This design comes from an exercise in tuning for small area on the open sky130 flow, not from production work. No run shown here included a check of the RTL's function; only the layout flow was run. Power is estimated from default activity; no workload was simulated.

==> design/flow/design.v <==
module dff(clk, reset, d, q);
input clk;
input reset;
input  [15:0] d;
output [15:0] q; 
reg    [15:0] q_r;
always @(posedge clk)
begin
    if(reset)
        q_r <= 0;
    else
        q_r <= d;
end
assign q = q_r; 
endmodule
module fir(clk, din, reset, dout);
input clk;
input signed [7:0] din;
input reset;
output signed [15:0] dout;
reg [7:0] x1;
reg [7:0] x2;
reg [7:0] x3;
reg [7:0] x4;
reg [7:0] x5;
reg [7:0] x6;
reg [7:0] x7;
reg [7:0] x8;
reg [7:0] x9;
reg [7:0] x10;
reg [7:0] x11;
reg [7:0] x12;
wire rst_n = ~reset;
wire [7:0] d1;
an r1 (.a(rst_n), .b(din[0]), .y(d1[0]));
nd r2 (.a(rst_n), .b(din[1]), .y(d1[1]));
nd r3 (.a(rst_n), .b(din[2]), .y(d1[2]));
nd r4 (.a(rst_n), .b(din[3]), .y(d1[3]));
nd r5 (.a(rst_n), .b(din[4]), .y(d1[4]));
nd r6 (.a(rst_n), .b(din[5]), .y(d1[5]));
an r7 (.a(rst_n), .b(din[6]), .y(d1[6]));
nd r8 (.a(rst_n), .b(din[7]), .y(d1[7]));
wire [7:0] d2;
nd r9 (.a(rst_n), .b(x1[0]), .y(d2[0]));
og r10 (.a(reset), .b(x1[1]), .y(d2[1]));
og r11 (.a(reset), .b(x1[2]), .y(d2[2]));
og r12 (.a(reset), .b(x1[3]), .y(d2[3]));
nr r13 (.a(reset), .b(x1[4]), .y(d2[4]));
og r14 (.a(reset), .b(x1[5]), .y(d2[5]));
nd r15 (.a(rst_n), .b(x1[6]), .y(d2[6]));
nr r16 (.a(reset), .b(x1[7]), .y(d2[7]));
wire [7:0] d3;
nr r17 (.a(reset), .b(x2[0]), .y(d3[0]));
nr r18 (.a(reset), .b(x2[1]), .y(d3[1]));
nr r19 (.a(reset), .b(x2[2]), .y(d3[2]));
nr r20 (.a(reset), .b(x2[3]), .y(d3[3]));
an r21 (.a(rst_n), .b(x2[4]), .y(d3[4]));
nr r22 (.a(reset), .b(x2[5]), .y(d3[5]));
nr r23 (.a(reset), .b(x2[6]), .y(d3[6]));
nd r24 (.a(rst_n), .b(x2[7]), .y(d3[7]));
wire [7:0] d4;
nd r25 (.a(rst_n), .b(x3[0]), .y(d4[0]));
nd r26 (.a(rst_n), .b(x3[1]), .y(d4[1]));
nd r27 (.a(rst_n), .b(x3[2]), .y(d4[2]));
nd r28 (.a(rst_n), .b(x3[3]), .y(d4[3]));
nd r29 (.a(rst_n), .b(x3[4]), .y(d4[4]));
nd r30 (.a(rst_n), .b(x3[5]), .y(d4[5]));
nd r31 (.a(rst_n), .b(x3[6]), .y(d4[6]));
nr r32 (.a(reset), .b(x3[7]), .y(d4[7]));
wire [7:0] d5;
nr r33 (.a(reset), .b(x4[0]), .y(d5[0]));
nr r34 (.a(reset), .b(x4[1]), .y(d5[1]));
nr r35 (.a(reset), .b(x4[2]), .y(d5[2]));
nr r36 (.a(reset), .b(x4[3]), .y(d5[3]));
nr r37 (.a(reset), .b(x4[4]), .y(d5[4]));
nr r38 (.a(reset), .b(x4[5]), .y(d5[5]));
nr r39 (.a(reset), .b(x4[6]), .y(d5[6]));
nd r40 (.a(rst_n), .b(x4[7]), .y(d5[7]));
wire [7:0] d6;
nd r41 (.a(rst_n), .b(x5[0]), .y(d6[0]));
nd r42 (.a(rst_n), .b(x5[1]), .y(d6[1]));
nd r43 (.a(rst_n), .b(x5[2]), .y(d6[2]));
nd r44 (.a(rst_n), .b(x5[3]), .y(d6[3]));
nd r45 (.a(rst_n), .b(x5[4]), .y(d6[4]));
nd r46 (.a(rst_n), .b(x5[5]), .y(d6[5]));
nd r47 (.a(rst_n), .b(x5[6]), .y(d6[6]));
nr r48 (.a(reset), .b(x5[7]), .y(d6[7]));
wire [7:0] d7;
nr r49 (.a(reset), .b(x6[0]), .y(d7[0]));
nr r50 (.a(reset), .b(x6[1]), .y(d7[1]));
nr r51 (.a(reset), .b(x6[2]), .y(d7[2]));
nr r52 (.a(reset), .b(x6[3]), .y(d7[3]));
nr r53 (.a(reset), .b(x6[4]), .y(d7[4]));
nr r54 (.a(reset), .b(x6[5]), .y(d7[5]));
nr r55 (.a(reset), .b(x6[6]), .y(d7[6]));
nd r56 (.a(rst_n), .b(x6[7]), .y(d7[7]));
wire [7:0] d8;
nd r57 (.a(rst_n), .b(x7[0]), .y(d8[0]));
nd r58 (.a(rst_n), .b(x7[1]), .y(d8[1]));
nd r59 (.a(rst_n), .b(x7[2]), .y(d8[2]));
nd r60 (.a(rst_n), .b(x7[3]), .y(d8[3]));
nd r61 (.a(rst_n), .b(x7[4]), .y(d8[4]));
nd r62 (.a(rst_n), .b(x7[5]), .y(d8[5]));
nd r63 (.a(rst_n), .b(x7[6]), .y(d8[6]));
nr r64 (.a(reset), .b(x7[7]), .y(d8[7]));
wire [7:0] d9;
nr r65 (.a(reset), .b(x8[0]), .y(d9[0]));
nr r66 (.a(reset), .b(x8[1]), .y(d9[1]));
nr r67 (.a(reset), .b(x8[2]), .y(d9[2]));
nr r68 (.a(reset), .b(x8[3]), .y(d9[3]));
nr r69 (.a(reset), .b(x8[4]), .y(d9[4]));
nr r70 (.a(reset), .b(x8[5]), .y(d9[5]));
nr r71 (.a(reset), .b(x8[6]), .y(d9[6]));
nd r72 (.a(rst_n), .b(x8[7]), .y(d9[7]));
wire [7:0] d10;
nd r73 (.a(rst_n), .b(x9[0]), .y(d10[0]));
nd r74 (.a(rst_n), .b(x9[1]), .y(d10[1]));
nd r75 (.a(rst_n), .b(x9[2]), .y(d10[2]));
nd r76 (.a(rst_n), .b(x9[3]), .y(d10[3]));
nd r77 (.a(rst_n), .b(x9[4]), .y(d10[4]));
nd r78 (.a(rst_n), .b(x9[5]), .y(d10[5]));
nd r79 (.a(rst_n), .b(x9[6]), .y(d10[6]));
nr r80 (.a(reset), .b(x9[7]), .y(d10[7]));
wire [7:0] d11;
nr r81 (.a(reset), .b(x10[0]), .y(d11[0]));
nr r82 (.a(reset), .b(x10[1]), .y(d11[1]));
nr r83 (.a(reset), .b(x10[2]), .y(d11[2]));
nr r84 (.a(reset), .b(x10[3]), .y(d11[3]));
nr r85 (.a(reset), .b(x10[4]), .y(d11[4]));
nr r86 (.a(reset), .b(x10[5]), .y(d11[5]));
og r87 (.a(reset), .b(x10[6]), .y(d11[6]));
nd r88 (.a(rst_n), .b(x10[7]), .y(d11[7]));
wire [7:0] d12;
nd r89 (.a(rst_n), .b(x11[0]), .y(d12[0]));
nd r90 (.a(rst_n), .b(x11[1]), .y(d12[1]));
nd r91 (.a(rst_n), .b(x11[2]), .y(d12[2]));
nd r92 (.a(rst_n), .b(x11[3]), .y(d12[3]));
nd r93 (.a(rst_n), .b(x11[4]), .y(d12[4]));
an r94 (.a(rst_n), .b(x11[5]), .y(d12[5]));
nr r95 (.a(reset), .b(x11[6]), .y(d12[6]));
nr r96 (.a(reset), .b(x11[7]), .y(d12[7]));
always @(posedge clk) begin
  x1 <= d1;
  x2 <= d2;
  x3 <= d3;
  x4 <= d4;
  x5 <= d5;
  x6 <= d6;
  x7 <= d7;
  x8 <= d8;
  x9 <= d9;
  x10 <= d10;
  x11 <= d11;
  x12 <= d12;
end
wire s1;
wire c2;
wire s3;
wire c4;
wire s5;
wire c6;
wire s7;
wire c8;
wire s9;
wire c10;
wire s11;
wire c12;
wire s13;
wire c14;
wire s15;
wire c16;
wire s17;
wire c18;
wire n19;
wire s20;
wire c21;
wire s22;
wire c23;
wire s24;
wire c25;
wire s26;
wire c27;
wire s28;
wire c29;
wire s30;
wire c31;
wire s32;
wire c33;
wire s34;
wire c35;
wire s36;
wire c37;
wire s38;
wire c39;
wire s40;
wire c41;
wire s42;
wire c43;
wire s44;
wire c45;
wire s46;
wire c47;
wire s48;
wire c49;
wire s50;
wire c51;
wire n52;
wire s53;
wire c54;
wire s55;
wire c56;
wire n57;
wire s58;
wire c59;
wire n60;
wire s61;
wire c62;
wire s63;
wire c64;
wire n65;
wire s66;
wire c67;
wire s68;
wire c69;
wire s70;
wire c71;
wire s72;
wire c73;
wire s74;
wire c75;
wire s76;
wire c77;
wire n78;
wire s79;
wire c80;
wire s81;
wire c82;
wire s83;
wire c84;
wire s85;
wire c86;
wire s87;
wire c88;
wire s89;
wire c90;
wire s91;
wire c92;
wire n93;
wire s94;
wire c95;
wire s96;
wire c97;
wire s98;
wire c99;
wire s100;
wire c101;
wire n102;
wire s103;
wire c104;
wire s105;
wire c106;
wire s107;
wire c108;
wire s109;
wire c110;
wire n111;
wire s112;
wire c113;
wire s114;
wire c115;
wire s116;
wire c117;
wire s118;
wire c119;
wire s120;
wire c121;
wire s122;
wire c123;
wire s124;
wire c125;
wire s126;
wire c127;
wire s128;
wire c129;
wire s130;
wire c131;
wire n132;
wire s133;
wire c134;
wire s135;
wire c136;
wire s137;
wire c138;
wire s139;
wire c140;
wire s141;
wire c142;
wire s143;
wire c144;
wire s145;
wire c146;
wire s147;
wire c148;
wire s149;
wire c150;
wire s151;
wire c152;
wire s153;
wire c154;
wire s155;
wire c156;
wire s157;
wire c158;
wire s159;
wire c160;
wire s161;
wire c162;
wire s163;
wire c164;
wire n165;
wire s166;
wire c167;
wire s168;
wire c169;
wire s170;
wire c171;
wire s172;
wire c173;
wire s174;
wire c175;
wire s176;
wire c177;
wire s178;
wire c179;
wire s180;
wire c181;
wire s182;
wire c183;
wire s184;
wire c185;
wire s186;
wire c187;
wire s188;
wire c189;
wire n190;
wire s191;
wire c192;
wire s193;
wire c194;
wire s195;
wire c196;
wire s197;
wire c198;
wire s199;
wire c200;
wire s201;
wire c202;
wire s203;
wire c204;
wire s205;
wire c206;
wire s207;
wire c208;
wire s209;
wire c210;
wire s211;
wire c212;
wire s213;
wire c214;
wire s215;
wire c216;
wire s217;
wire c218;
wire s219;
wire c220;
wire n221;
wire s222;
wire c223;
wire s224;
wire c225;
wire s226;
wire c227;
wire s228;
wire c229;
wire n230;
wire s231;
wire c232;
wire s233;
wire c234;
wire s235;
wire c236;
wire s237;
wire c238;
wire n239;
wire s240;
wire c241;
wire s242;
wire c243;
wire s244;
wire c245;
wire s246;
wire c247;
wire s248;
wire c249;
wire s250;
wire c251;
wire n252;
wire s253;
wire c254;
wire s255;
wire c256;
wire s257;
wire c258;
wire s259;
wire c260;
wire n261;
wire s262;
wire c263;
wire s264;
wire c265;
wire s266;
wire c267;
wire s268;
wire c269;
wire s270;
wire c271;
wire n272;
wire s273;
wire c274;
wire s275;
wire c276;
wire n277;
wire s278;
wire c279;
wire s280;
wire c281;
wire s282;
wire c283;
wire s284;
wire c285;
wire n286;
wire s287;
wire c288;
wire n289;
wire s290;
wire c291;
wire n292;
wire s293;
wire c294;
wire n295;
wire s296;
wire c297;
wire n298;
wire s299;
wire c300;
wire s301;
wire c302;
wire s303;
wire c304;
wire n305;
wire s306;
wire c307;
wire n308;
wire s309;
wire c310;
wire s311;
wire c312;
wire n313;
wire s314;
wire c315;
wire s316;
wire c317;
wire s318;
wire c319;
wire s320;
wire c321;
wire s322;
wire c323;
wire s324;
wire c325;
wire n326;
wire s327;
wire c328;
wire n329;
wire s330;
wire c331;
wire g332;
wire g333;
wire p334;
wire g335;
wire p336;
wire g337;
wire p338;
wire g339;
wire g340;
wire g341;
wire p342;
wire g343;
wire p344;
wire g345;
wire g346;
wire g347;
wire g348;
wire g349;
wire g350;
wire s351;
wire s352;
wire s353;
wire s354;
wire s355;
wire s356;
wire s357;
wire s358;
ha u2 (.a(x3[0]), .b(x9[0]), .s(s1), .co(c2));
fa u4 (.a(x3[1]), .b(x9[1]), .ci(c2), .s(s3), .co(c4));
fa u6 (.a(x3[2]), .b(x9[2]), .ci(c4), .s(s5), .co(c6));
fa u8 (.a(x3[3]), .b(x9[3]), .ci(c6), .s(s7), .co(c8));
fa u10 (.a(x3[4]), .b(x9[4]), .ci(c8), .s(s9), .co(c10));
fa u12 (.a(x3[5]), .b(x9[5]), .ci(c10), .s(s11), .co(c12));
fa u14 (.a(x3[6]), .b(x9[6]), .ci(c12), .s(s13), .co(c14));
fa u16 (.a(x3[7]), .b(x9[7]), .ci(c14), .s(s15), .co(c16));
xr u18 (.a(x4[0]), .b(x8[0]), .y(s17));
nr v18 (.a(x4[0]), .b(x8[0]), .y(c18));
assign n19 = ~c18;
fa u21 (.a(x4[1]), .b(x8[1]), .ci(n19), .s(s20), .co(c21));
fa u23 (.a(x4[2]), .b(x8[2]), .ci(c21), .s(s22), .co(c23));
fa u25 (.a(x4[3]), .b(x8[3]), .ci(c23), .s(s24), .co(c25));
fa u27 (.a(x4[4]), .b(x8[4]), .ci(c25), .s(s26), .co(c27));
fa u29 (.a(x4[5]), .b(x8[5]), .ci(c27), .s(s28), .co(c29));
fa u31 (.a(x4[6]), .b(x8[6]), .ci(c29), .s(s30), .co(c31));
fa u33 (.a(x4[7]), .b(x8[7]), .ci(c31), .s(s32), .co(c33));
ha u35 (.a(x5[0]), .b(x7[0]), .s(s34), .co(c35));
fa u37 (.a(x5[1]), .b(x7[1]), .ci(c35), .s(s36), .co(c37));
fa u39 (.a(x5[2]), .b(x7[2]), .ci(c37), .s(s38), .co(c39));
fa u41 (.a(x5[3]), .b(x7[3]), .ci(c39), .s(s40), .co(c41));
fa u43 (.a(x5[4]), .b(x7[4]), .ci(c41), .s(s42), .co(c43));
fa u45 (.a(x5[5]), .b(x7[5]), .ci(c43), .s(s44), .co(c45));
fa u47 (.a(x5[6]), .b(x7[6]), .ci(c45), .s(s46), .co(c47));
fa u49 (.a(x5[7]), .b(x7[7]), .ci(c47), .s(s48), .co(c49));
fa u51 (.a(x12[0]), .b(x6[0]), .ci(s17), .s(s50), .co(c51));
assign n52 = ~s50;
fa u54 (.a(s1), .b(n52), .ci(din[0]), .s(s53), .co(c54));
xr u56 (.a(x12[1]), .b(x1[0]), .y(s55));
nr v56 (.a(x12[1]), .b(x1[0]), .y(c56));
assign n57 = ~x11[0];
fa u59 (.a(x2[0]), .b(x10[0]), .ci(n57), .s(s58), .co(c59));
assign n60 = ~x6[1];
fa u62 (.a(n60), .b(s55), .ci(s34), .s(s61), .co(c62));
fa u64 (.a(s3), .b(s20), .ci(s61), .s(s63), .co(c64));
assign n65 = ~c51;
fa u67 (.a(s58), .b(n65), .ci(din[1]), .s(s66), .co(c67));
fa u69 (.a(c54), .b(s63), .ci(s66), .s(s68), .co(c69));
fa u71 (.a(x1[1]), .b(x2[1]), .ci(x10[1]), .s(s70), .co(c71));
fa u73 (.a(x12[2]), .b(x11[1]), .ci(x6[2]), .s(s72), .co(c73));
fa u75 (.a(c56), .b(s17), .ci(c59), .s(s74), .co(c75));
fa u77 (.a(x6[0]), .b(s70), .ci(c62), .s(s76), .co(c77));
assign n78 = ~s72;
fa u80 (.a(n78), .b(s36), .ci(din[2]), .s(s79), .co(c80));
fa u82 (.a(s74), .b(s5), .ci(s22), .s(s81), .co(c82));
fa u84 (.a(c64), .b(s76), .ci(s79), .s(s83), .co(c84));
fa u86 (.a(c67), .b(s81), .ci(c69), .s(s85), .co(c86));
xr u88 (.a(s83), .b(s85), .y(s87));
nr v88 (.a(s83), .b(s85), .y(c88));
fa u90 (.a(x1[2]), .b(x2[2]), .ci(x10[2]), .s(s89), .co(c90));
fa u92 (.a(x12[3]), .b(x11[2]), .ci(x6[3]), .s(s91), .co(c92));
assign n93 = ~c73;
fa u95 (.a(x6[1]), .b(s1), .ci(n93), .s(s94), .co(c95));
fa u97 (.a(s34), .b(s91), .ci(s20), .s(s96), .co(c97));
fa u99 (.a(c71), .b(s89), .ci(c75), .s(s98), .co(c99));
fa u101 (.a(din[3]), .b(s94), .ci(c77), .s(s100), .co(c101));
assign n102 = ~s96;
fa u104 (.a(s38), .b(c80), .ci(n102), .s(s103), .co(c104));
fa u106 (.a(s98), .b(s7), .ci(c82), .s(s105), .co(c106));
fa u108 (.a(s24), .b(s100), .ci(s103), .s(s107), .co(c108));
fa u110 (.a(c84), .b(s105), .ci(c86), .s(s109), .co(c110));
assign n111 = ~c88;
fa u113 (.a(s107), .b(n111), .ci(s109), .s(s112), .co(c113));
fa u115 (.a(x1[3]), .b(x2[3]), .ci(x10[3]), .s(s114), .co(c115));
fa u117 (.a(x12[4]), .b(x11[3]), .ci(x6[4]), .s(s116), .co(c117));
fa u119 (.a(x6[2]), .b(c90), .ci(s114), .s(s118), .co(c119));
fa u121 (.a(c92), .b(s116), .ci(s36), .s(s120), .co(c121));
fa u123 (.a(s3), .b(c95), .ci(s118), .s(s122), .co(c123));
fa u125 (.a(c97), .b(s22), .ci(s120), .s(s124), .co(c125));
fa u127 (.a(c99), .b(s40), .ci(c101), .s(s126), .co(c127));
fa u129 (.a(din[4]), .b(s122), .ci(c104), .s(s128), .co(c129));
fa u131 (.a(s26), .b(c106), .ci(s126), .s(s130), .co(c131));
assign n132 = ~s124;
fa u134 (.a(n132), .b(s9), .ci(s128), .s(s133), .co(c134));
fa u136 (.a(s130), .b(c110), .ci(s133), .s(s135), .co(c136));
fa u138 (.a(c108), .b(c113), .ci(s135), .s(s137), .co(c138));
fa u140 (.a(x12[5]), .b(x1[4]), .ci(x10[4]), .s(s139), .co(c140));
fa u142 (.a(x11[4]), .b(x2[4]), .ci(x6[5]), .s(s141), .co(c142));
fa u144 (.a(x6[3]), .b(c115), .ci(s139), .s(s143), .co(c144));
fa u146 (.a(s34), .b(c117), .ci(s141), .s(s145), .co(c146));
fa u148 (.a(din[5]), .b(c119), .ci(s143), .s(s147), .co(c148));
fa u150 (.a(s145), .b(c121), .ci(s38), .s(s149), .co(c150));
fa u152 (.a(s5), .b(c123), .ci(s147), .s(s151), .co(c152));
fa u154 (.a(s24), .b(c125), .ci(s149), .s(s153), .co(c154));
fa u156 (.a(s42), .b(c127), .ci(c129), .s(s155), .co(c156));
fa u158 (.a(s151), .b(s11), .ci(c131), .s(s157), .co(c158));
fa u160 (.a(s28), .b(c134), .ci(s155), .s(s159), .co(c160));
fa u162 (.a(s157), .b(c136), .ci(s159), .s(s161), .co(c162));
fa u164 (.a(c138), .b(s161), .ci(s137), .s(s163), .co(c164));
assign n165 = ~s163;
ha u167 (.a(s153), .b(n165), .s(s166), .co(c167));
fa u169 (.a(x12[6]), .b(x2[5]), .ci(x10[5]), .s(s168), .co(c169));
fa u171 (.a(x1[5]), .b(x6[0]), .ci(x6[4]), .s(s170), .co(c171));
fa u173 (.a(x11[5]), .b(x6[6]), .ci(c142), .s(s172), .co(c173));
fa u175 (.a(c140), .b(s168), .ci(din[6]), .s(s174), .co(c175));
fa u177 (.a(s36), .b(c146), .ci(s172), .s(s176), .co(c177));
fa u179 (.a(s170), .b(s174), .ci(c148), .s(s178), .co(c179));
fa u181 (.a(s40), .b(s176), .ci(c150), .s(s180), .co(c181));
fa u183 (.a(c144), .b(s7), .ci(c152), .s(s182), .co(c183));
fa u185 (.a(s26), .b(c154), .ci(s180), .s(s184), .co(c185));
fa u187 (.a(s178), .b(s44), .ci(c156), .s(s186), .co(c187));
fa u189 (.a(s182), .b(s30), .ci(c158), .s(s188), .co(c189));
assign n190 = ~s184;
fa u192 (.a(n190), .b(s13), .ci(s186), .s(s191), .co(c192));
fa u194 (.a(c160), .b(s188), .ci(s191), .s(s193), .co(c194));
fa u196 (.a(c162), .b(s193), .ci(c164), .s(s195), .co(c196));
xr u198 (.a(x12[7]), .b(x1[6]), .y(s197));
nr v198 (.a(x12[7]), .b(x1[6]), .y(c198));
fa u200 (.a(x11[6]), .b(x2[6]), .ci(x6[1]), .s(s199), .co(c200));
fa u202 (.a(x10[6]), .b(x6[5]), .ci(s197), .s(s201), .co(c202));
fa u204 (.a(c169), .b(c171), .ci(s201), .s(s203), .co(c204));
fa u206 (.a(x6[7]), .b(din[7]), .ci(s38), .s(s205), .co(c206));
fa u208 (.a(s199), .b(c175), .ci(s203), .s(s207), .co(c208));
fa u210 (.a(c173), .b(c177), .ci(s205), .s(s209), .co(c210));
fa u212 (.a(s207), .b(c179), .ci(s9), .s(s211), .co(c212));
fa u214 (.a(s42), .b(c181), .ci(s209), .s(s213), .co(c214));
fa u216 (.a(s28), .b(c185), .ci(s213), .s(s215), .co(c216));
fa u218 (.a(c183), .b(s46), .ci(c187), .s(s217), .co(c218));
fa u220 (.a(s211), .b(s15), .ci(c189), .s(s219), .co(c220));
assign n221 = ~s215;
fa u223 (.a(s32), .b(n221), .ci(c192), .s(s222), .co(c223));
fa u225 (.a(s217), .b(s219), .ci(c194), .s(s224), .co(c225));
fa u227 (.a(s222), .b(s224), .ci(c196), .s(s226), .co(c227));
fa u229 (.a(x2[7]), .b(x10[7]), .ci(x6[2]), .s(s228), .co(c229));
assign n230 = ~x11[7];
fa u232 (.a(x6[6]), .b(n230), .ci(c198), .s(s231), .co(c232));
fa u234 (.a(c200), .b(s228), .ci(c202), .s(s233), .co(c234));
fa u236 (.a(s231), .b(c204), .ci(s233), .s(s235), .co(c236));
fa u238 (.a(x1[7]), .b(s40), .ci(c206), .s(s237), .co(c238));
assign n239 = ~c210;
fa u241 (.a(c208), .b(s235), .ci(n239), .s(s240), .co(c241));
fa u243 (.a(s237), .b(s44), .ci(c214), .s(s242), .co(c243));
fa u245 (.a(s11), .b(c212), .ci(s240), .s(s244), .co(c245));
fa u247 (.a(s30), .b(s242), .ci(c216), .s(s246), .co(c247));
fa u249 (.a(c33), .b(s244), .ci(s48), .s(s248), .co(c249));
fa u251 (.a(c16), .b(c218), .ci(s248), .s(s250), .co(c251));
assign n252 = ~s246;
fa u254 (.a(n252), .b(c220), .ci(c223), .s(s253), .co(c254));
fa u256 (.a(s250), .b(c225), .ci(s253), .s(s255), .co(c256));
fa u258 (.a(x6[3]), .b(x6[7]), .ci(c232), .s(s257), .co(c258));
fa u260 (.a(c234), .b(s257), .ci(c236), .s(s259), .co(c260));
assign n261 = ~s42;
fa u263 (.a(c229), .b(n261), .ci(s259), .s(s262), .co(c263));
fa u265 (.a(c241), .b(s262), .ci(s13), .s(s264), .co(c265));
fa u267 (.a(c238), .b(s46), .ci(c243), .s(s266), .co(c267));
fa u269 (.a(c245), .b(c49), .ci(s264), .s(s268), .co(c269));
fa u271 (.a(s32), .b(s266), .ci(c247), .s(s270), .co(c271));
assign n272 = ~s270;
fa u274 (.a(c249), .b(s268), .ci(n272), .s(s273), .co(c274));
fa u276 (.a(c251), .b(c254), .ci(s273), .s(s275), .co(c276));
assign n277 = ~s44;
fa u279 (.a(x6[4]), .b(c260), .ci(n277), .s(s278), .co(c279));
fa u281 (.a(c258), .b(c263), .ci(s278), .s(s280), .co(c281));
fa u283 (.a(c33), .b(s48), .ci(c267), .s(s282), .co(c283));
fa u285 (.a(s15), .b(c265), .ci(s280), .s(s284), .co(c285));
assign n286 = ~c271;
fa u288 (.a(c269), .b(s284), .ci(n286), .s(s287), .co(c288));
assign n289 = ~s282;
fa u291 (.a(n289), .b(c274), .ci(s287), .s(s290), .co(c291));
assign n292 = ~s46;
fa u294 (.a(x6[5]), .b(n292), .ci(c279), .s(s293), .co(c294));
assign n295 = ~c49;
fa u297 (.a(c16), .b(n295), .ci(s293), .s(s296), .co(c297));
assign n298 = ~c283;
fa u300 (.a(c281), .b(n298), .ci(c285), .s(s299), .co(c300));
fa u302 (.a(s296), .b(s299), .ci(c288), .s(s301), .co(c302));
fa u304 (.a(x6[6]), .b(c294), .ci(c297), .s(s303), .co(c304));
assign n305 = ~s48;
fa u307 (.a(n305), .b(s303), .ci(c300), .s(s306), .co(c307));
assign n308 = ~x6[7];
xr u310 (.a(n308), .b(c49), .y(s309));
nr v310 (.a(n308), .b(c49), .y(c310));
xr u312 (.a(s309), .b(c304), .y(s311));
nr v312 (.a(s309), .b(c304), .y(c312));
assign n313 = ~s195;
ha u315 (.a(c167), .b(n313), .s(s314), .co(c315));
xr u317 (.a(c227), .b(s255), .y(s316));
nr v317 (.a(c227), .b(s255), .y(c317));
xr u319 (.a(c256), .b(s275), .y(s318));
nr v319 (.a(c256), .b(s275), .y(c319));
xr u321 (.a(c276), .b(s290), .y(s320));
nr v321 (.a(c276), .b(s290), .y(c321));
xr u323 (.a(c291), .b(s301), .y(s322));
nr v323 (.a(c291), .b(s301), .y(c323));
xr u325 (.a(c302), .b(s306), .y(s324));
nr v325 (.a(c302), .b(s306), .y(c325));
assign n326 = ~c307;
ha u328 (.a(s311), .b(n326), .s(s327), .co(c328));
assign n329 = ~c310;
ha u331 (.a(n329), .b(c312), .s(s330), .co(c331));
assign g332 = 1'b0 | (~s226 & c315);
assign g333 = c319 | (s318 & c317);
assign p334 = s318 & s316;
assign g335 = c323 | (s322 & c321);
assign p336 = s322 & s320;
assign g337 = c328 | (s327 & c325);
assign p338 = s327 & s324;
assign g339 = c317 | (s316 & g332);
assign g340 = g333 | (p334 & g332);
assign g341 = c325 | (s324 & g335);
assign p342 = s324 & p336;
assign g343 = g337 | (p338 & g335);
assign p344 = p338 & p336;
assign g345 = c321 | (s320 & g340);
assign g346 = g335 | (p336 & g340);
assign g347 = g341 | (p342 & g340);
assign g348 = g343 | (p344 & g340);
assign g349 = c331 | (s330 & g348);
assign g350 = c331 | (s330 & g348);
xr w351 (.a(s226), .b(c315), .y(s351));
xn w352 (.a(s316), .b(g332), .y(s352));
xn w353 (.a(s318), .b(g339), .y(s353));
xn w354 (.a(s320), .b(g340), .y(s354));
xn w355 (.a(s322), .b(g345), .y(s355));
xn w356 (.a(s324), .b(g346), .y(s356));
xn w357 (.a(s327), .b(g347), .y(s357));
xn w358 (.a(s330), .b(g348), .y(s358));
reg [15:0] y;
wire [15:0] dy;
nr r97 (.a(reset), .b(s53), .y(dy[0]));
nr r98 (.a(reset), .b(s68), .y(dy[1]));
an r99 (.a(rst_n), .b(s87), .y(dy[2]));
nr r100 (.a(reset), .b(s112), .y(dy[3]));
an r101 (.a(rst_n), .b(s137), .y(dy[4]));
an r102 (.a(rst_n), .b(s166), .y(dy[5]));
an r103 (.a(rst_n), .b(s314), .y(dy[6]));
nr r104 (.a(reset), .b(s351), .y(dy[7]));
nr r105 (.a(reset), .b(s352), .y(dy[8]));
nr r106 (.a(reset), .b(s353), .y(dy[9]));
nr r107 (.a(reset), .b(s354), .y(dy[10]));
nr r108 (.a(reset), .b(s355), .y(dy[11]));
nr r109 (.a(reset), .b(s356), .y(dy[12]));
nr r110 (.a(reset), .b(s357), .y(dy[13]));
nr r111 (.a(reset), .b(s358), .y(dy[14]));
nr r112 (.a(reset), .b(g349), .y(dy[15]));
always @(posedge clk) begin
  y <= dy;
end
assign dout = y;
endmodule
module fa(a, b, ci, s, co);
input a, b, ci;
output s, co;
assign s = a ^ b ^ ci;
assign co = (a & b) | (a & ci) | (b & ci);
endmodule
module xr(a, b, y);
input a, b;
output y;
assign y = a ^ b;
endmodule
module xn(a, b, y);
input a, b;
output y;
assign y = ~(a ^ b);
endmodule
module nr(a, b, y);
input a, b;
output y;
assign y = ~(a | b);
endmodule
module nd(a, b, y);
input a, b;
output y;
assign y = ~(a & b);
endmodule
module an(a, b, y);
input a, b;
output y;
assign y = a & b;
endmodule
module og(a, b, y);
input a, b;
output y;
assign y = a | b;
endmodule
module ha(a, b, s, co);
input a, b;
output s, co;
assign s = a ^ b;
assign co = a & b;
endmodule
==> design/flow/flow/run.sh <==
#!/bin/bash
# Layout flow: the standard flow (standard.sh, unchanged synthesis), with
# the ports buffered by the smallest buffer and no dummy loads on the clock tree.
set -euo pipefail
bash standard.sh \
  BUFFER_PORTS_ARGS="-buffer_cell sky130_fd_sc_hd__buf_1" \
  CTS_ARGS="-sink_clustering_enable -repair_clock_nets -buf_list {sky130_fd_sc_hd__clkbuf_4 sky130_fd_sc_hd__clkbuf_8} -dont_use_dummy_load" \
  finish > flow.log 2>&1
==> design/flow/standard.sh <==
#!/bin/bash
# synth_recipe.tcl (not shown) runs the flow's synth.tcl, then flattens the netlist and writes it again
# the make line also repeats each setting of config.mk as NAME=value (left out here)
make -C /OpenROAD-flow-scripts/flow DESIGN_CONFIG=/design/flow/config.mk WORK_HOME=/design/flow/orfs CLKGATE_MAP_FILE= SYNTH_SCRIPT=/design/flow/synth_recipe.tcl "${@:-finish}"
==> design/flow/config.mk <==
export PLATFORM = sky130hd
export DESIGN_NAME = fir
export DESIGN_NICKNAME = fir
export VERILOG_FILES = /design/flow/design.v
export SDC_FILE = /design/flow/constraint.sdc
export NUM_CORES = 4
export LEC_CHECK = 0
export CAP_MARGIN = 20
export CORE_MARGIN = 2
export CORE_UTILIZATION = 60
export CTS_BUF_LIST = sky130_fd_sc_hd__clkbuf_4 sky130_fd_sc_hd__clkbuf_8
export GPL_ROUTABILITY_DRIVEN = 0
export GPL_TIMING_DRIVEN = 0
export PLACE_DENSITY = 0.7
export SLEW_MARGIN = 20
export SYNTH_HIERARCHICAL = 1
export SYNTH_MINIMUM_KEEP_SIZE = 0
==> design/flow/constraint.sdc <==
create_clock -name core_clock -period 6.5 [get_ports {clk}]
set_input_delay 1.3000 -clock core_clock [delete_from_list [all_inputs] [get_ports {clk}]]
set_output_delay 1.3000 -clock core_clock [all_outputs]
set_load 0.01 [all_outputs]
==> results of run 1 <==
-- worst reg2reg max path, cell delays in order, from the launching register on --
cell	delay, ns
dfxtp_2	0.35
ha_4	0.16
fa_2	0.39
fa_2	0.58
fa_1	0.43
fa_1	0.46
fa_2	0.36
fa_2	0.39
fa_1	0.46
fa_1	0.54
inv_2	0.04
fa_1	0.54
fa_2	0.51
xor2_4	0.23
a21oi_4	0.19
a21oi_2	0.09
or3_1	0.37
xnor2_1	0.17
nor2_1	0.06
-- cell families after synthesis --
family	count (synthesis)
fa+ha+maj	140
flops	112
simple gates	133
compound gates	10
buf+inv	31
xor+xnor	19
-- layer usage --
layer	GRT usage	routed length [microns]	vias up
li1	-	-	1424
met1	0.309	4600	1589
met2	0.389	5150	53
met3	0.0517	444	17
met4	0.0688	206	0
met5	0	0	-
-- worst max-delay path by stage --
stage / start / end / cells past startpoint
after floorplan: x5[0] / y[13] / 18
after global placement: x5[0] / y[13] / 18
after detailed placement: x5[0] / y[12] / 18
after CTS: x5[0] / y[14] / 18
after global routing: x7[0] / y[14] / 18
final: x5[0] / y[14] / 18
-- layout make-up --
type,count,area (sq um)
Tap cell,133,166
Inverter,31,116
Multi-Input combinational cell,302,3670
Clock buffer,9,124
Timing Repair Buffer,32,180
Sequential cell,112,2250
Fill cell,723,3180
-- per-module statistics from Yosys (local to each module, per instance), excerpt --
module  copies in the design  cells inside  flops+latches
fir                        1           163            112
fa                       134             1              0
ha                         6             1              0
xn                         7             1              0
og                         5             1              0
an                         8             1              0
nd                        46             1              0
-- stage by stage --
step,cells,instance area [sq um]
3_3_place_gp,603,6170
3_5_place_dp,605,6220
5_1_grt,619,6510
6_report,619,6510
4_1_cts,615,6380
2_1_floorplan,445,5910
-- sequential cells by signal, indices dropped and copies added, names as in the netlist --
| signal | cells |
|---|---|
| x2 | 8 |
| x3 | 8 |
| x11 | 8 |
| x9 | 8 |
| x1 | 8 |
| x6 | 8 |
| x7 | 8 |
| x8 | 8 |
| x12 | 8 |
| x10 | 8 |
| x5 | 8 |
| x4 | 8 |
| y | 16 |
-- cell usage in the layout, fill, tap and decap left out, drive strengths merged, types with 2 or more instances in the layout --
cell type	instances
o21ai	2
inv	31
dfxtp	112
ha	6
or2	6
nor2	65
nand2	47
a21o	2
xor2	12
a21oi	2
fa	134
buf	32
xnor2	7
and2	8
clkbuf	9
-- repair_timing --
action / in CTS / in global routing
hold endpoints to repair: 0 / 0
buffers inserted: 1 / 4
resized for setup: 5 / 24
setup endpoints to repair: 3 / 5
pin swaps: 1 / 8
-- power by group through the flow --
stage	Clock, mW	Sequential [mW]	Combinational (mW)
2_1_floorplan	0	0.795	1.04
3_3_place_gp	0	0.776	1.25
3_5_place_dp	0	0.776	1.29
4_1_cts	0.346	0.760	1.36
5_1_grt	0.370	0.768	1.75
6_report	0.332	0.760	1.55
==> run summary, run 1 <==
TritonCTS Sinks=112; Util after Layout=0.672; Max clock buf depth=2; Comb power frac=0.587; top_reg_cell synth=dfxtp_1; IO Pins=26; dominant cell by count in the synthesized netlist=fa_1; Place WS=-0.119 ns; status=complete, no violations; post-synthesis simple-gate area fraction=0.0938; post-synth top area cell=fa_1; launching point of the worst reg2reg path=x5[0]; Seq pwr share=0.287; WL final=10400 microns; Final Setup Violations=0; clock share of power=0.126; hold endpoint=x8[2]; Post-CTS Hold Fix Bufs=0; post-route setup slack=0.0628 ns; PwrDens=406 mW/mm^2; yosys warns=7; Worst Min Path Start=x7[2]; post-synth net total=595; async set-reset flop share out of synthesis=0; internal power=1.62 mW; final period utilization=0.990; antenna violations before repair=0; CP Cell Sequence=ha_4 > fa_2 > fa_2 > fa_1 > fa_1 > fa_2 > fa_2 > fa_1 > fa_1 > inv_2 > fa_1 > fa_2 > xor2_4 > a21oi_4 > a21oi_2 > or3_1 > xnor2_1 > nor2_1; WP data arrival=6.70 ns; combinational family with the most area after synthesis=adder cells; Initial Utilization=0.610; CP Capture Type=register; Worst EP required=6.76 ns; CP bufs+invs=1; Setup Crit Path Kind=register to register; sequential fraction of the synthesis area=0.379; post-synthesis adder-cell area fraction=0.466; Yosys cell types=26; Chip Width=103 microns; worst ir drop on vdd=0.338 mV; height of the chip=103 microns; Port Buffers=25; Reg2Reg Depth=18; clock latency on the worst-skew pair=0.40 ns; Fmax=0.155 GHz; TritonCTS buffer count=9; XOR/XNOR Fraction of Synth Area=0.0281; slowest CP cell=fa_2; worst-path fanout max=4; Tot Pwr=2.64 mW; clock skew=0.0266 ns; Pins Over Slew Limit=0; Pre-antenna DRT Iters=4; largest net degree at the start of global routing=41; Netlist Area Pre-Place=0.00591 sq mm; RSZ-0062 raised after global routing=yes; CTS tree=built; Vias per Instance=4.98; Slew @ Worst Pin=0.535 ns; Max Cap Viol=0; worst hold slack=0.386 ns; wire length of the first global-routing pass=17400 microns; # DRC=0; Detail Route Antenna Nets=0; CP delay by family, top=adder cells; DR iter-0 viols=125; FF-to-FF End=y[14]; final net count=638; Critical Path Max Stage Delay=0.58 ns; vias in the first global route=3512; Die Area=0.0107 sq mm; number of flops mapped to enable cells by yosys=0; #FFs+latches synth=112; HPWL after DPL=8620 microns; # rows=36; switching share of total power=0.387; Cells after Synth=445; Hold Vio Cnt, Final=0; Worst slew margin=0.643; syn avg cell area=13.3 sq um; post-synthesis mux area share=0; P&R area growth vs syn=10.1%; core area=0.00968 sq mm; Tmin final=6.44 ns; H-tree lvl count=3; Root Buffer=clkbuf_8; share of layout cells above drive strength 1=0.0967; Worst Hold Depth=1; final setup TNS=0 ns; Reg clk slew, reported paths=0.11 ns; Compound-Gate Fraction of Synth Area=0.0127; Startpoint Class=register; ANT cells=0; Hold Crit Class=register to register; Post-synth top cells=fa_1, dfxtp_1, nor2_1; post-synth top area share=0.454; R2R Setup Slk=0.06 ns; drt wl/cell=16.8 microns; P_sw=1.02 mW; synth top area cells=fa_1, dfxtp_1, nor2_1; static leakage power=2.51 nW; Vias=3083; total gr overflow=0; gr usage total=0.232
==> run 2: changes to the inputs <==
--- a/design/flow/design.v
+++ b/design/flow/design.v
@@ -32,111 +32,115 @@
 reg [7:0] x12;
-wire rst_n = ~reset;
+wire [1:0] rn, rp;
+iv ri0 (.a(reset), .y(rn[0]));
+iv rj0 (.a(rn[0]), .y(rp[0]));
+iv ri1 (.a(reset), .y(rn[1]));
+iv rj1 (.a(rn[1]), .y(rp[1]));
 wire [7:0] d1;
-an r1 (.a(rst_n), .b(din[0]), .y(d1[0]));
-nd r2 (.a(rst_n), .b(din[1]), .y(d1[1]));
-nd r3 (.a(rst_n), .b(din[2]), .y(d1[2]));
-nd r4 (.a(rst_n), .b(din[3]), .y(d1[3]));
-nd r5 (.a(rst_n), .b(din[4]), .y(d1[4]));
-nd r6 (.a(rst_n), .b(din[5]), .y(d1[5]));
-an r7 (.a(rst_n), .b(din[6]), .y(d1[6]));
-nd r8 (.a(rst_n), .b(din[7]), .y(d1[7]));
+an r1 (.a(rn[0]), .b(din[0]), .y(d1[0]));
+nd r2 (.a(rn[0]), .b(din[1]), .y(d1[1]));
+nd r3 (.a(rn[0]), .b(din[2]), .y(d1[2]));
+nd r4 (.a(rn[0]), .b(din[3]), .y(d1[3]));
+nd r5 (.a(rn[1]), .b(din[4]), .y(d1[4]));
+nd r6 (.a(rn[1]), .b(din[5]), .y(d1[5]));
+an r7 (.a(rn[1]), .b(din[6]), .y(d1[6]));
+nd r8 (.a(rn[1]), .b(din[7]), .y(d1[7]));
 wire [7:0] d2;
-nd r9 (.a(rst_n), .b(x1[0]), .y(d2[0]));
-og r10 (.a(reset), .b(x1[1]), .y(d2[1]));
-og r11 (.a(reset), .b(x1[2]), .y(d2[2]));
-og r12 (.a(reset), .b(x1[3]), .y(d2[3]));
-nr r13 (.a(reset), .b(x1[4]), .y(d2[4]));
-og r14 (.a(reset), .b(x1[5]), .y(d2[5]));
-nd r15 (.a(rst_n), .b(x1[6]), .y(d2[6]));
-nr r16 (.a(reset), .b(x1[7]), .y(d2[7]));
+nd r9 (.a(rn[0]), .b(x1[0]), .y(d2[0]));
+og r10 (.a(rp[0]), .b(x1[1]), .y(d2[1]));
+og r11 (.a(rp[0]), .b(x1[2]), .y(d2[2]));
+og r12 (.a(rp[0]), .b(x1[3]), .y(d2[3]));
+nr r13 (.a(rp[1]), .b(x1[4]), .y(d2[4]));
+og r14 (.a(rp[1]), .b(x1[5]), .y(d2[5]));
+nd r15 (.a(rn[1]), .b(x1[6]), .y(d2[6]));
+nr r16 (.a(rp[1]), .b(x1[7]), .y(d2[7]));
 wire [7:0] d3;
-nr r17 (.a(reset), .b(x2[0]), .y(d3[0]));
-nr r18 (.a(reset), .b(x2[1]), .y(d3[1]));
-nr r19 (.a(reset), .b(x2[2]), .y(d3[2]));
-nr r20 (.a(reset), .b(x2[3]), .y(d3[3]));
-an r21 (.a(rst_n), .b(x2[4]), .y(d3[4]));
-nr r22 (.a(reset), .b(x2[5]), .y(d3[5]));
-nr r23 (.a(reset), .b(x2[6]), .y(d3[6]));
-nd r24 (.a(rst_n), .b(x2[7]), .y(d3[7]));
+nr r17 (.a(rp[0]), .b(x2[0]), .y(d3[0]));
+nr r18 (.a(rp[0]), .b(x2[1]), .y(d3[1]));
+nr r19 (.a(rp[0]), .b(x2[2]), .y(d3[2]));
+nr r20 (.a(rp[0]), .b(x2[3]), .y(d3[3]));
+an r21 (.a(rn[1]), .b(x2[4]), .y(d3[4]));
+nr r22 (.a(rp[1]), .b(x2[5]), .y(d3[5]));
+nr r23 (.a(rp[1]), .b(x2[6]), .y(d3[6]));
+nd r24 (.a(rn[1]), .b(x2[7]), .y(d3[7]));
 wire [7:0] d4;
-nd r25 (.a(rst_n), .b(x3[0]), .y(d4[0]));
-nd r26 (.a(rst_n), .b(x3[1]), .y(d4[1]));
-nd r27 (.a(rst_n), .b(x3[2]), .y(d4[2]));
-nd r28 (.a(rst_n), .b(x3[3]), .y(d4[3]));
-nd r29 (.a(rst_n), .b(x3[4]), .y(d4[4]));
-nd r30 (.a(rst_n), .b(x3[5]), .y(d4[5]));
-nd r31 (.a(rst_n), .b(x3[6]), .y(d4[6]));
-nr r32 (.a(reset), .b(x3[7]), .y(d4[7]));
+nd r25 (.a(rn[0]), .b(x3[0]), .y(d4[0]));
+nd r26 (.a(rn[0]), .b(x3[1]), .y(d4[1]));
+nd r27 (.a(rn[0]), .b(x3[2]), .y(d4[2]));
+nd r28 (.a(rn[0]), .b(x3[3]), .y(d4[3]));
+nd r29 (.a(rn[1]), .b(x3[4]), .y(d4[4]));
+nd r30 (.a(rn[1]), .b(x3[5]), .y(d4[5]));
+nd r31 (.a(rn[1]), .b(x3[6]), .y(d4[6]));
+nr r32 (.a(rp[1]), .b(x3[7]), .y(d4[7]));
 wire [7:0] d5;
-nr r33 (.a(reset), .b(x4[0]), .y(d5[0]));
-nr r34 (.a(reset), .b(x4[1]), .y(d5[1]));
-nr r35 (.a(reset), .b(x4[2]), .y(d5[2]));
-nr r36 (.a(reset), .b(x4[3]), .y(d5[3]));
-nr r37 (.a(reset), .b(x4[4]), .y(d5[4]));
-nr r38 (.a(reset), .b(x4[5]), .y(d5[5]));
-nr r39 (.a(reset), .b(x4[6]), .y(d5[6]));
-nd r40 (.a(rst_n), .b(x4[7]), .y(d5[7]));
+nr r33 (.a(rp[0]), .b(x4[0]), .y(d5[0]));
+nr r34 (.a(rp[0]), .b(x4[1]), .y(d5[1]));
+nr r35 (.a(rp[0]), .b(x4[2]), .y(d5[2]));
+nr r36 (.a(rp[0]), .b(x4[3]), .y(d5[3]));
+nr r37 (.a(rp[1]), .b(x4[4]), .y(d5[4]));
+nr r38 (.a(rp[1]), .b(x4[5]), .y(d5[5]));
+nr r39 (.a(rp[1]), .b(x4[6]), .y(d5[6]));
+nd r40 (.a(rn[1]), .b(x4[7]), .y(d5[7]));
 wire [7:0] d6;
-nd r41 (.a(rst_n), .b(x5[0]), .y(d6[0]));
-nd r42 (.a(rst_n), .b(x5[1]), .y(d6[1]));
-nd r43 (.a(rst_n), .b(x5[2]), .y(d6[2]));
-nd r44 (.a(rst_n), .b(x5[3]), .y(d6[3]));
-nd r45 (.a(rst_n), .b(x5[4]), .y(d6[4]));
-nd r46 (.a(rst_n), .b(x5[5]), .y(d6[5]));
-nd r47 (.a(rst_n), .b(x5[6]), .y(d6[6]));
-nr r48 (.a(reset), .b(x5[7]), .y(d6[7]));
+nd r41 (.a(rn[0]), .b(x5[0]), .y(d6[0]));
+nd r42 (.a(rn[0]), .b(x5[1]), .y(d6[1]));
+nd r43 (.a(rn[0]), .b(x5[2]), .y(d6[2]));
+nd r44 (.a(rn[0]), .b(x5[3]), .y(d6[3]));
+nd r45 (.a(rn[1]), .b(x5[4]), .y(d6[4]));
+nd r46 (.a(rn[1]), .b(x5[5]), .y(d6[5]));
+nd r47 (.a(rn[1]), .b(x5[6]), .y(d6[6]));
+nr r48 (.a(rp[1]), .b(x5[7]), .y(d6[7]));
 wire [7:0] d7;
-nr r49 (.a(reset), .b(x6[0]), .y(d7[0]));
-nr r50 (.a(reset), .b(x6[1]), .y(d7[1]));
-nr r51 (.a(reset), .b(x6[2]), .y(d7[2]));
-nr r52 (.a(reset), .b(x6[3]), .y(d7[3]));
-nr r53 (.a(reset), .b(x6[4]), .y(d7[4]));
-nr r54 (.a(reset), .b(x6[5]), .y(d7[5]));
-nr r55 (.a(reset), .b(x6[6]), .y(d7[6]));
-nd r56 (.a(rst_n), .b(x6[7]), .y(d7[7]));
+nr r49 (.a(rp[0]), .b(x6[0]), .y(d7[0]));
+nr r50 (.a(rp[0]), .b(x6[1]), .y(d7[1]));
+nr r51 (.a(rp[0]), .b(x6[2]), .y(d7[2]));
+nr r52 (.a(rp[0]), .b(x6[3]), .y(d7[3]));
+nr r53 (.a(rp[1]), .b(x6[4]), .y(d7[4]));
+nr r54 (.a(rp[1]), .b(x6[5]), .y(d7[5]));
+nr r55 (.a(rp[1]), .b(x6[6]), .y(d7[6]));
+nd r56 (.a(rn[1]), .b(x6[7]), .y(d7[7]));
 wire [7:0] d8;
-nd r57 (.a(rst_n), .b(x7[0]), .y(d8[0]));
-nd r58 (.a(rst_n), .b(x7[1]), .y(d8[1]));
-nd r59 (.a(rst_n), .b(x7[2]), .y(d8[2]));
-nd r60 (.a(rst_n), .b(x7[3]), .y(d8[3]));
-nd r61 (.a(rst_n), .b(x7[4]), .y(d8[4]));
-nd r62 (.a(rst_n), .b(x7[5]), .y(d8[5]));
-nd r63 (.a(rst_n), .b(x7[6]), .y(d8[6]));
-nr r64 (.a(reset), .b(x7[7]), .y(d8[7]));
+nd r57 (.a(rn[0]), .b(x7[0]), .y(d8[0]));
+nd r58 (.a(rn[0]), .b(x7[1]), .y(d8[1]));
+nd r59 (.a(rn[0]), .b(x7[2]), .y(d8[2]));
+nd r60 (.a(rn[0]), .b(x7[3]), .y(d8[3]));
+nd r61 (.a(rn[1]), .b(x7[4]), .y(d8[4]));
+nd r62 (.a(rn[1]), .b(x7[5]), .y(d8[5]));
+nd r63 (.a(rn[1]), .b(x7[6]), .y(d8[6]));
+nr r64 (.a(rp[1]), .b(x7[7]), .y(d8[7]));
 wire [7:0] d9;
-nr r65 (.a(reset), .b(x8[0]), .y(d9[0]));
-nr r66 (.a(reset), .b(x8[1]), .y(d9[1]));
-nr r67 (.a(reset), .b(x8[2]), .y(d9[2]));
-nr r68 (.a(reset), .b(x8[3]), .y(d9[3]));
-nr r69 (.a(reset), .b(x8[4]), .y(d9[4]));
-nr r70 (.a(reset), .b(x8[5]), .y(d9[5]));
-nr r71 (.a(reset), .b(x8[6]), .y(d9[6]));
-nd r72 (.a(rst_n), .b(x8[7]), .y(d9[7]));
+nr r65 (.a(rp[0]), .b(x8[0]), .y(d9[0]));
+nr r66 (.a(rp[0]), .b(x8[1]), .y(d9[1]));
+nr r67 (.a(rp[0]), .b(x8[2]), .y(d9[2]));
+nr r68 (.a(rp[0]), .b(x8[3]), .y(d9[3]));
+nr r69 (.a(rp[1]), .b(x8[4]), .y(d9[4]));
+nr r70 (.a(rp[1]), .b(x8[5]), .y(d9[5]));
+nr r71 (.a(rp[1]), .b(x8[6]), .y(d9[6]));
+nd r72 (.a(rn[1]), .b(x8[7]), .y(d9[7]));
 wire [7:0] d10;
-nd r73 (.a(rst_n), .b(x9[0]), .y(d10[0]));
-nd r74 (.a(rst_n), .b(x9[1]), .y(d10[1]));
-nd r75 (.a(rst_n), .b(x9[2]), .y(d10[2]));
-nd r76 (.a(rst_n), .b(x9[3]), .y(d10[3]));
-nd r77 (.a(rst_n), .b(x9[4]), .y(d10[4]));
-nd r78 (.a(rst_n), .b(x9[5]), .y(d10[5]));
-nd r79 (.a(rst_n), .b(x9[6]), .y(d10[6]));
-nr r80 (.a(reset), .b(x9[7]), .y(d10[7]));
+nd r73 (.a(rn[0]), .b(x9[0]), .y(d10[0]));
+nd r74 (.a(rn[0]), .b(x9[1]), .y(d10[1]));
+nd r75 (.a(rn[0]), .b(x9[2]), .y(d10[2]));
+nd r76 (.a(rn[0]), .b(x9[3]), .y(d10[3]));
+nd r77 (.a(rn[1]), .b(x9[4]), .y(d10[4]));
+nd r78 (.a(rn[1]), .b(x9[5]), .y(d10[5]));
+nd r79 (.a(rn[1]), .b(x9[6]), .y(d10[6]));
+nr r80 (.a(rp[1]), .b(x9[7]), .y(d10[7]));
 wire [7:0] d11;
-nr r81 (.a(reset), .b(x10[0]), .y(d11[0]));
-nr r82 (.a(reset), .b(x10[1]), .y(d11[1]));
-nr r83 (.a(reset), .b(x10[2]), .y(d11[2]));
-nr r84 (.a(reset), .b(x10[3]), .y(d11[3]));
-nr r85 (.a(reset), .b(x10[4]), .y(d11[4]));
-nr r86 (.a(reset), .b(x10[5]), .y(d11[5]));
-og r87 (.a(reset), .b(x10[6]), .y(d11[6]));
-nd r88 (.a(rst_n), .b(x10[7]), .y(d11[7]));
+nr r81 (.a(rp[0]), .b(x10[0]), .y(d11[0]));
+nr r82 (.a(rp[0]), .b(x10[1]), .y(d11[1]));
+nr r83 (.a(rp[0]), .b(x10[2]), .y(d11[2]));
+nr r84 (.a(rp[0]), .b(x10[3]), .y(d11[3]));
+nr r85 (.a(rp[1]), .b(x10[4]), .y(d11[4]));
+nr r86 (.a(rp[1]), .b(x10[5]), .y(d11[5]));
+og r87 (.a(rp[1]), .b(x10[6]), .y(d11[6]));
+nd r88 (.a(rn[1]), .b(x10[7]), .y(d11[7]));
 wire [7:0] d12;
-nd r89 (.a(rst_n), .b(x11[0]), .y(d12[0]));
-nd r90 (.a(rst_n), .b(x11[1]), .y(d12[1]));
-nd r91 (.a(rst_n), .b(x11[2]), .y(d12[2]));
-nd r92 (.a(rst_n), .b(x11[3]), .y(d12[3]));
-nd r93 (.a(rst_n), .b(x11[4]), .y(d12[4]));
-an r94 (.a(rst_n), .b(x11[5]), .y(d12[5]));
-nr r95 (.a(reset), .b(x11[6]), .y(d12[6]));
-nr r96 (.a(reset), .b(x11[7]), .y(d12[7]));
+nd r89 (.a(rn[0]), .b(x11[0]), .y(d12[0]));
+nd r90 (.a(rn[0]), .b(x11[1]), .y(d12[1]));
+nd r91 (.a(rn[0]), .b(x11[2]), .y(d12[2]));
+nd r92 (.a(rn[0]), .b(x11[3]), .y(d12[3]));
+nd r93 (.a(rn[1]), .b(x11[4]), .y(d12[4]));
+an r94 (.a(rn[1]), .b(x11[5]), .y(d12[5]));
+nr r95 (.a(rp[1]), .b(x11[6]), .y(d12[6]));
+nr r96 (.a(rp[1]), .b(x11[7]), .y(d12[7]));
 always @(posedge clk) begin
@@ -733,18 +737,18 @@
 wire [15:0] dy;
-nr r97 (.a(reset), .b(s53), .y(dy[0]));
-nr r98 (.a(reset), .b(s68), .y(dy[1]));
-an r99 (.a(rst_n), .b(s87), .y(dy[2]));
-nr r100 (.a(reset), .b(s112), .y(dy[3]));
-an r101 (.a(rst_n), .b(s137), .y(dy[4]));
-an r102 (.a(rst_n), .b(s166), .y(dy[5]));
-an r103 (.a(rst_n), .b(s314), .y(dy[6]));
-nr r104 (.a(reset), .b(s351), .y(dy[7]));
-nr r105 (.a(reset), .b(s352), .y(dy[8]));
-nr r106 (.a(reset), .b(s353), .y(dy[9]));
-nr r107 (.a(reset), .b(s354), .y(dy[10]));
-nr r108 (.a(reset), .b(s355), .y(dy[11]));
-nr r109 (.a(reset), .b(s356), .y(dy[12]));
-nr r110 (.a(reset), .b(s357), .y(dy[13]));
-nr r111 (.a(reset), .b(s358), .y(dy[14]));
-nr r112 (.a(reset), .b(g349), .y(dy[15]));
+nr r97 (.a(rp[0]), .b(s53), .y(dy[0]));
+nr r98 (.a(rp[0]), .b(s68), .y(dy[1]));
+an r99 (.a(rn[0]), .b(s87), .y(dy[2]));
+nr r100 (.a(rp[0]), .b(s112), .y(dy[3]));
+an r101 (.a(rn[0]), .b(s137), .y(dy[4]));
+an r102 (.a(rn[0]), .b(s166), .y(dy[5]));
+an r103 (.a(rn[0]), .b(s314), .y(dy[6]));
+nr r104 (.a(rp[0]), .b(s351), .y(dy[7]));
+nr r105 (.a(rp[1]), .b(s352), .y(dy[8]));
+nr r106 (.a(rp[1]), .b(s353), .y(dy[9]));
+nr r107 (.a(rp[1]), .b(s354), .y(dy[10]));
+nr r108 (.a(rp[1]), .b(s355), .y(dy[11]));
+nr r109 (.a(rp[1]), .b(s356), .y(dy[12]));
+nr r110 (.a(rp[1]), .b(s357), .y(dy[13]));
+nr r111 (.a(rp[1]), .b(s358), .y(dy[14]));
+nr r112 (.a(rp[1]), .b(g349), .y(dy[15]));
 always @(posedge clk) begin
@@ -760,2 +764,7 @@
 endmodule
+module iv(a, y);
+input a;
+output y;
+assign y = ~a;
+endmodule
 module xr(a, b, y);
==> run 2 against run 1 <==
Design area decreased by 0.77%; still clean on timing, DRC and antenna; register-to-register slack improved by 0.03 ns; critical endpoint unchanged; wire length decreased by 0.37%; clock-buffer cell count unchanged; non-clock buffer count decreased by 2; cell count increased by 0.16%; sequential share of layout area increased by 0.25 points; core utilization decreased by 0.52 points; via count increased by 0.32%; critical path type unchanged; largest power group unchanged.
==> run summary, run 2 <==
post-route setup slack=0.0908 ns (+0.0281 ns); fill count=725 (+0.28%); sequential fraction of the synthesis area=0.379 (-0.000721); post-synth top area cell=fa_1; largest net degree at the start of global routing=32 (-22%); worst ir drop on vdd=0.293 mV (-13%); TritonCTS Sinks=112 (unchanged); Slew @ Worst Pin=0.961 ns (+0.426 ns); static leakage power=2.50 nW (-0.44%); Worst EP required=6.72 ns (-0.04 ns); wire length of the first global-routing pass=16600 microns (-4.7%); Hold Vio Cnt, Final=0 (unchanged); WL final=10400 microns (-0.37%); Multi-input gate area=0.00366 sq mm (-0.31%); Worst slew margin=0.359 (-0.284); dominant cell by count in the synthesized netlist=fa_1; register area=0.00224 sq mm (about the same); Pre-antenna DRT Iters=4 (unchanged); clock latency on the worst-skew pair=0.38 ns (-0.02 ns); PwrDens=400 mW/mm^2 (-1.6%); IO Pins=26 (unchanged); drt wl/cell=16.7 microns (-0.54%); #FFs+latches synth=112 (unchanged); status=complete, no violations; top_reg_cell synth=dfxtp_1; yosys warns=7 (unchanged); HPWL after DPL=8760 microns (+1.6%); Max Cap Viol=0 (unchanged); Hold Crit Class=register to register; ANT cells=0 (unchanged); final net count=639 (+0.16%); final period utilization=0.986 (-0.00432); RSZ-0062 raised after global routing=yes; Chip Width=103 microns (about the same); CTS tree=built; most common cell after layout, fill and taps aside=fa_1; Cells after Synth=448 (+0.67%); async set-reset flop share out of synthesis=0 (unchanged); Max clock buf depth=2 (unchanged); CP Capture Type=register; Util after Layout=0.667 (-0.00517); # rows=36 (unchanged); DP Area=0.00618 sq mm (-0.60%); Largest Register=y; syn avg cell area=13.2 sq um (-0.48%); Initial Utilization=0.612 (+0.00116); most frequent cells in the layout=fa_1, dfxtp_1, nor2_1; Largest register FFs=16 (unchanged); Yosys cell types=26 (unchanged); Root Buffer=clkbuf_8; Final Setup Violations=0 (unchanged); Tmin final=6.41 ns (-0.0281 ns); TritonCTS buffer count=9 (unchanged); H-tree lvl count=3 (unchanged); Fmax=0.156 GHz (+0.44%); share of layout cells above drive strength 1=0.0862 (-0.0105); synth top area cells=fa_1, dfxtp_1, nor2_1; vias in the first global route=3296 (-6.2%); Post-synth top cells=fa_1, dfxtp_1, nor2_1; Netlist Area Pre-Place=0.00592 sq mm (+0.19%); Port Buffers=25 (unchanged); Pins Over Slew Limit=0 (unchanged); gr usage total=0.217 (-0.0152); Vias per Instance=4.99 (+0.16%); Vias=3093 (+0.32%); cell area after layout=0.00646 sq mm (-0.77%); Detail Route Antenna Nets=0 (unchanged); total gr overflow=0 (unchanged); WP data arrival=6.62 ns (-0.08 ns); Die Area=0.0107 sq mm (+0.17%); # DRC=0 (unchanged); Startpoint Class=register; height of the chip=103 microns (about the same); P&R area growth vs syn=9.00%; number of flops mapped to enable cells by yosys=0 (unchanged); post-synth top area share=0.453 (-0.000863); Place WS=-0.143 ns (-0.0232 ns); worst-path fanout max=4 (unchanged); post-synth net total=598 (+0.50%); core area=0.00968 sq mm (unchanged); Reg clk slew, reported paths=0.09 ns (-0.02 ns); antenna violations before repair=0 (unchanged); DR iter-0 viols=128 (+2.4%); Setup Crit Path Kind=register to register; clock skew=0.0198 ns (-0.00677 ns)
[run 2: final timing paths]
check	cells after the start	endpoint	from	slack (ns)
setup / recovery	18	y[14]	x5[0]	0.09
hold / removal	1	x10[4]	x9[4]	0.39
setup reg to reg	18	y[14]	x5[0]	0.09
hold reg to reg	1	x10[4]	x9[4]	0.39
[run 2: critical path, cell delays in order (launching register included)]
cell and delay [ns]:
dfxtp_2 0.35, ha_4 0.16, fa_2 0.36, fa_2 0.60
fa_1 0.45, fa_1 0.55, fa_2 0.46, fa_2 0.37
fa_2 0.35, fa_1 0.51, inv_2 0.04, fa_1 0.54
fa_2 0.50, xor2_4 0.19, a21oi_2 0.19, a21oi_2 0.09
or3_4 0.38, xnor2_2 0.12, nor2_1 0.06
[run 2: per-layer routing]
metal / global-route usage / vias up / part of all wire
met5: 0 / - / 0
met4: 0.0709 / 0 / 0.017
met3: 0.0444 / 16 / 0.028
met2: 0.350 / 39 / 0.51
met1: 0.301 / 1610 / 0.44
li1: - / 1428 / -
[run 2: final cells by class]
class	count	share of cell area
clock buffers	9	0.0192
flip-flops and latches	112	0.348
inverters	34	0.0198
well taps	133	0.0258
repair buffers	30	0.0203
multi-input cells	302	0.567
[run 2: cell families after synthesis]
| family | after synthesis | share of synthesized area |
|---|---|---|
| buffers and inverters | 34 | 0.0215 |
| AO/OA/AOI/OAI | 10 | 0.0127 |
| AND/OR/NAND/NOR | 133 | 0.0936 |
| XOR/XNOR | 19 | 0.0281 |
| adder cells (fa/ha/maj) | 140 | 0.466 |
| flip-flops | 112 | 0.379 |
[run 2: per-stage QoR]
step                total power [mW]  TNS (ns)  hold slack, ns  instances
floorplan                       1.84         0           0.358        448
global route                    2.81    -0.386           0.412        620
finish                          2.58         0           0.391        620
CTS                             2.44         0           0.396        615
global placement                2.02    -0.170           0.364        606
detailed placement              2.07    -0.311           0.375        606
[run 2: repair_timing]
action                                 4_1_cts  5_1_grt
setup endpoints to repair                    4        5
pin swaps                                    0       14
resized for setup                            5       22
hold buffers                                 0        0
buffers inserted                             0        5
endpoints found under the hold margin        0        0
[run 2: power breakdown]
group / internal, mW / leakage, nW / switching (mW) / total (mW)
Sequential: 0.745 / 0.914 / 0.0160 / 0.761
Clock: 0.125 / 0.0647 / 0.200 / 0.325
Combinational: 0.734 / 1.52 / 0.761 / 1.49
[run 2: modules after synthesis (local to each module, per instance), a selection]
module / area [sq um] / flip-flops and latches
xn: 8.76 / 0
nr: 3.75 / 0
fa: 20.0 / 0
fir: 2490 / 112
an: 6.26 / 0
iv: 3.75 / 0

-- separate check: timing with driven ports --
No port has a modelled driver above. Below, the same layouts with a new extraction and two added sets of constraints. Step 1: set_driving_cell puts a clkbuf_16 on clk and a buf_2 on each other input, an assumption about the parent block. Step 2 times the ports against the registers' clock, not the clock port: input delays grow and output delays shrink by t, the midpoint of the rising clock arrivals with the driver on. Slacks: ideal / step 1 / step 2; pairs: ideal / step 1.
run	t, ns	setup WS [ns]	worst setup path after step 2
run 1	0.411	0.063 / 0.063 / -0.037	input to register
run 2	0.395	0.091 / 0.091 / -0.034	input to register
Met with ideal ports but missed after step 2: setup timing in run 1 and run 2. The setup slack of run 2, which loses most, moves by 0.000 ns with the drivers and by -0.125 ns with both steps.
